Source: an optimization exercise on an open RTL-to-GDS flow (aim: small area, a short achievable clock period and few clock cycles per item). Production flows keep margins and buffers that such runs may drop.
In this exercise RTL edits were held to simulation tests only and were not proved equivalent to the original.

==> build 93: inputs <==
## scr_search
module scr_search(clk,rst,start,R_fixed,angle1,adder,error,X,Y,done);
==> flow/config.mk <==
export PLATFORM = sky130hd
export DESIGN_NAME = scr_search
export DESIGN_NICKNAME = scr_search
export VERILOG_FILES = /design/flow/design.v
export SDC_FILE = /design/flow/constraint.sdc
export NUM_CORES = 4
export LEC_CHECK = 0
export ABC_AREA = 1
export CAP_MARGIN = 20
export CORE_MARGIN = 2
export CORE_UTILIZATION = 25
export CTS_BUF_LIST = sky130_fd_sc_hd__clkbuf_4 sky130_fd_sc_hd__clkbuf_8
export CTS_CLUSTER_DIAMETER = 100
export CTS_CLUSTER_SIZE = 30
export PLACE_DENSITY = 0.5
export SETUP_SLACK_MARGIN = 5
export SLEW_MARGIN = 20
==> flow/constraint.sdc <==
create_clock -name core_clock -period 12.0 [get_ports {clk}]
set_input_delay 2.4000 -clock core_clock [delete_from_list [all_inputs] [get_ports {clk}]]
set_output_delay 2.4000 -clock core_clock [all_outputs]
set_load 0.01 [all_outputs]
standard.sh (not shown) runs the stock make flow with config.mk's settings and CLKGATE_MAP_FILE= SYNTH_SCRIPT=/design/flow/synth_recipe.tcl, a recipe that flattens the netlist after the stock synthesis.
==> flow/flow/run.sh <==
#!/bin/bash
set -euo pipefail
export BUFFER_PORTS_ARGS="-buffer_cell sky130_fd_sc_hd__buf_2"
sed 's/SETUP_SLACK_MARGIN=[0-9.]*/SETUP_SLACK_MARGIN=6.4/' standard.sh > standard_m.sh
grep -q 'SETUP_SLACK_MARGIN=6.4' standard_m.sh
bash standard_m.sh > standard_flow.log 2>&1
==> inputs of trial 92, as changes to build 93 <==
==> flow/flow/run.sh (replaced) <==
#!/bin/bash
set -euo pipefail
export BUFFER_PORTS_ARGS="-buffer_cell sky130_fd_sc_hd__buf_2"
sed 's/SETUP_SLACK_MARGIN=[0-9.]*/SETUP_SLACK_MARGIN=6.5/' standard.sh > standard_m.sh
grep -q 'SETUP_SLACK_MARGIN=6.5' standard_m.sh
bash standard_m.sh > standard_flow.log 2>&1
CORE_UTILIZATION = 15   (was 25)
CTS_BUF_LIST = not set   (was sky130_fd_sc_hd__clkbuf_4 sky130_fd_sc_hd__clkbuf_8)
CTS_CLUSTER_DIAMETER = not set   (was 100)
CTS_CLUSTER_SIZE = not set   (was 30)
PLACE_DENSITY = 0.3   (was 0.5)
==> comparison table <==
item                                                                      build 93        trial 92
Outcome                                                             finished clean  finished clean
Wire length per cell                                                       27.7 um         25.6 um
Post-Layout Cell Count                                                        3739            4267
Seq/total area                                                               0.109           0.100
Source-to-sink clock delay at the later pin of the worst-skew pair          370 ps          350 ps
Initial DRT Pass Iterations                                                      7               6
Starting DRT DRC Count                                                        3290            2055
Maximum vdd drop                                                       0.0000575 V     0.0000713 V
Met2 wire length                                                          43800 um        48200 um
Avg Vias per Cell                                                             5.72            4.80
Vias                                                                         21375           20497
Number of buffers inserted to repair setup after CTS                             7              15
Share of layout cells above drive strength 1                                0.0819           0.115
Met1 GRT Util                                                                0.431           0.278
Setup slack after layout                                                   6280 ps         6260 ps
Highest layer used for signal routing                                         met5            met4
Vias in the first global route                                               20002           20025
Rel. slew slack                                                              0.326           0.460
Total placed cells including tap cells                                        3707            4222
Setup crit start                                                             xr[3]           tb[1]
Met2 track demand over resource in global routing                            0.516           0.338
Count of fill cells added during filler insertion                             7027           11721
Die width                                                                   247 um          318 um
Testbench counts of build 93, summed over its fixed seeds: cycles 384, queries 384.
Testbench counts of trial 92, summed over its fixed seeds: cycles 384, queries 384.

* * *

==> build 33 <==
Another version of the RTL of scr_search (not shown whole).
Settings: LEC_CHECK=0, CAP_MARGIN=20, CORE_MARGIN=2, CORE_UTILIZATION=15, PLACE_DENSITY=0.3, SETUP_SLACK_MARGIN=5, SLEW_MARGIN=20; clock period 12.0 ns.
==> flow/flow/run.sh <==
#!/bin/bash
set -euo pipefail
export BUFFER_PORTS_ARGS="-buffer_cell sky130_fd_sc_hd__buf_2"
sed 's/SETUP_SLACK_MARGIN=[0-9.]*/SETUP_SLACK_MARGIN=5.5/' standard.sh > standard_m.sh
grep -q 'SETUP_SLACK_MARGIN=5.5' standard_m.sh
bash standard_m.sh > standard_flow.log 2>&1
==> trial 73: changes against build 33 <==
==> flow/flow/run.sh (replaced) <==
#!/bin/bash
set -euo pipefail
export BUFFER_PORTS_ARGS="-buffer_cell sky130_fd_sc_hd__buf_2"
sed 's/SETUP_SLACK_MARGIN=[0-9.]*/SETUP_SLACK_MARGIN=6.5/' standard.sh > standard_m.sh
grep -q 'SETUP_SLACK_MARGIN=6.5' standard_m.sh
bash standard_m.sh > standard_flow.log 2>&1
==> run_results.csv <==
group,metric,value,unit
status,status,"timing/DRC/antenna clean",
placement,gp_congestion,0.992,
power_and_ir_drop,p_seq,290,uW
cells_and_area,final_util,17.4,%
setup_path,cp.required,12.07,ns
timing,skew,0.00211,ns
global_routing,use_met2,35.1,%
cells_and_area,buffers,118,
cells_and_area,seq_area_share,10.6,%
timing,slew_headroom,9.36,%
setup_path,rr_startpoint,"err[0]$_DFFE_PP_",
# the run above: build 33

==> run_results.csv <==
group,metric,value,unit
status,status,"timing/DRC/antenna clean",
timing,skew,0.00301,ns
global_routing,use_met2,38.2,%
placement,gp_congestion,0.994,
timing,slew_headroom,21.5,%
power_and_ir_drop,p_seq,287,uW
setup_path,rr_startpoint,"err[1]$_DFFE_PP_",
setup_path,cp.required,9.60,ns
# the run above: trial 73

Testbench counts of build 33, summed over its fixed seeds: cycles 384, queries 384.
Testbench counts of trial 73, summed over its fixed seeds: cycles 384, queries 384.

* * *

==> run B <==
scr_search, a different RTL version from the one above (not shown whole).
export LEC_CHECK = 0
export CAP_MARGIN = 20
export CORE_MARGIN = 2
export CORE_UTILIZATION = 15
export PLACE_DENSITY = 0.3
export SETUP_SLACK_MARGIN = 5
export SLEW_MARGIN = 20
create_clock -name core_clock -period 12.0 [get_ports {clk}]
==> flow/flow/run.sh <==
#!/bin/bash
set -euo pipefail
export BUFFER_PORTS_ARGS="-buffer_cell sky130_fd_sc_hd__buf_2"
sed 's/SETUP_SLACK_MARGIN=[0-9.]*/SETUP_SLACK_MARGIN=7/' standard.sh > standard_m.sh
grep -q 'SETUP_SLACK_MARGIN=7' standard_m.sh
bash standard_m.sh > standard_flow.log 2>&1
==> inputs of run C, as changes to run B <==
==> flow/run.sh (new file) <==
#!/bin/bash
# synth_recipe.tcl (not shown) runs the flow's synth.tcl, then flattens the netlist and writes it again
# the make line also repeats each setting of config.mk as NAME=value (left out here)
make -C /OpenROAD-flow-scripts/flow DESIGN_CONFIG=/design/flow/config.mk WORK_HOME=/design/flow/orfs CLKGATE_MAP_FILE= SYNTH_SCRIPT=/design/flow/synth_recipe.tcl finish
- SETUP_SLACK_MARGIN: 5 -> 3
removed: flow/flow/run.sh
removed: flow/standard.sh
==> inputs of run A, as changes to run B <==
==> flow/flow/run.sh (replaced) <==
#!/bin/bash
# The standard layout (the standard.sh, unchanged synthesis and steps), with one change:
# the port buffers that global placement inserts are plain buffers instead of the default cell.
set -euo pipefail
export BUFFER_PORTS_ARGS="-buffer_cell sky130_fd_sc_hd__buf_2"
bash standard.sh > standard_flow.log 2>&1
==> impl_metrics.env <==
export IMPL_final_cell_count_no_fill=3526
export IMPL_status="finished clean"
export IMPL_nonClkBufAreaFrac=0.0627
export IMPL_drt_total_wl_mm=121
export IMPL_n_all_inverters=90
export IMPL_dpl_hpwl_mm=98.4
export IMPL_multi_input_area_um2=13600
export IMPL_placed_cell_area_um2=17000
export IMPL_buffers=150
export IMPL_drive_gt1_frac=0.181
export IMPL_crit_family="simple AND/OR/NAND/NOR gates"
export IMPL_grt_use_met3=0.0368
-- figures above: run A

==> impl_metrics.env <==
export IMPL_final_cell_count_no_fill=3490
export IMPL_synth_area_leaders="edfxtp_1 (11%), ha_1 (5.7%), nand2_1 (4.9%)"
export IMPL_drt_total_wl_mm=116
export IMPL_buffers=115
export IMPL_status="finished clean"
export IMPL_placed_cell_area_um2=17300
export IMPL_max_stage_delay_ns=0.96
export IMPL_crit_family="compound AO/OA/AOI/OAI gates"
export IMPL_final_core_utilization=0.176
export IMPL_grt_use_met3=0.0365
export IMPL_htreeDepth=3
export IMPL_path_clk_slew_ns=0.07
export IMPL_n_all_inverters=90
export IMPL_multi_input_area_um2=12600
export IMPL_num_vias=20000
-- figures above: run C

==> impl_metrics.env <==
export IMPL_clkbuf_count=9
export IMPL_drt_total_wl_mm=128
export IMPL_final_cell_count_no_fill=3866
export IMPL_buffers=485
export IMPL_hold_start="done$_SDFFE_PP0P_"
export IMPL_rsz0062_at_grt="yes"
export IMPL_dpl_hpwl_mm=96.6
export IMPL_crit_family="compound AO/OA/AOI/OAI gates"
export IMPL_n_all_inverters=95
export IMPL_synth_cell_types=103
export IMPL_multi_input_area_um2=17200
export IMPL_status="finished clean"
export IMPL_cp_depth=19
export IMPL_hold_class="reg -> reg"
export IMPL_die_area_um2=104000
-- figures above: run B

Testbench counts of run B, summed over its fixed seeds: cycles 384, queries 384.
Testbench counts of run C, summed over its fixed seeds: cycles 384, queries 384.
Testbench counts of run A, summed over its fixed seeds: cycles 384, queries 384.

## port drivers added, routing unchanged
Ports are ideal in the flow. The routed layouts listed here were re-timed in OpenROAD. Step 1 (the two cells are an assumption about what drives the block):
set clk [get_ports {clk}]
set_driving_cell -lib_cell sky130_fd_sc_hd__clkbuf_16 $clk
set_driving_cell -lib_cell sky130_fd_sc_hd__buf_2 [delete_from_list [all_inputs] $clk]
Step 2, shift: input delay + t, output delay - t, t = (earliest + latest rising clock arrival at the registers) / 2. This alone moves slack from input paths to output paths. Three values: ideal ports, drivers, drivers and shift; two values: the first two.
| run | t, ns | slack for setup (ns) | worst hold slack (ns) | worst setup path at the end |
|---|---|---|---|---|
| build 93 | 0.412 | 6.281 / 6.239 / 5.911 | 0.475 / 0.475 / 0.475 | input to register |
| trial 92 | 0.401 | 6.262 / 6.215 / 6.119 | 0.474 / 0.474 / 0.474 | input to register |
| build 33 | 0.392 | 5.385 / 5.409 / 5.018 | 0.463 / 0.463 / 0.463 | input to register |
| trial 73 | 0.398 | 5.846 / 5.798 / 5.743 | 0.470 / 0.470 / 0.470 | input to register |
| run B | 0.408 | 5.003 / 4.952 / 5.184 | 0.468 / 0.468 / 0.468 | input to register |
| run C | 0.400 | 3.267 / 3.291 / 2.890 | 0.478 / 0.478 / 0.478 | input to register |
| run A | 0.403 | 4.987 / 4.943 / 4.598 | 0.474 / 0.474 / 0.474 | input to register |
After both steps setup and hold are still met in every run listed. The setup slack of run A, which loses most, moves by -0.044 ns with the drivers and by -0.389 ns with both steps.
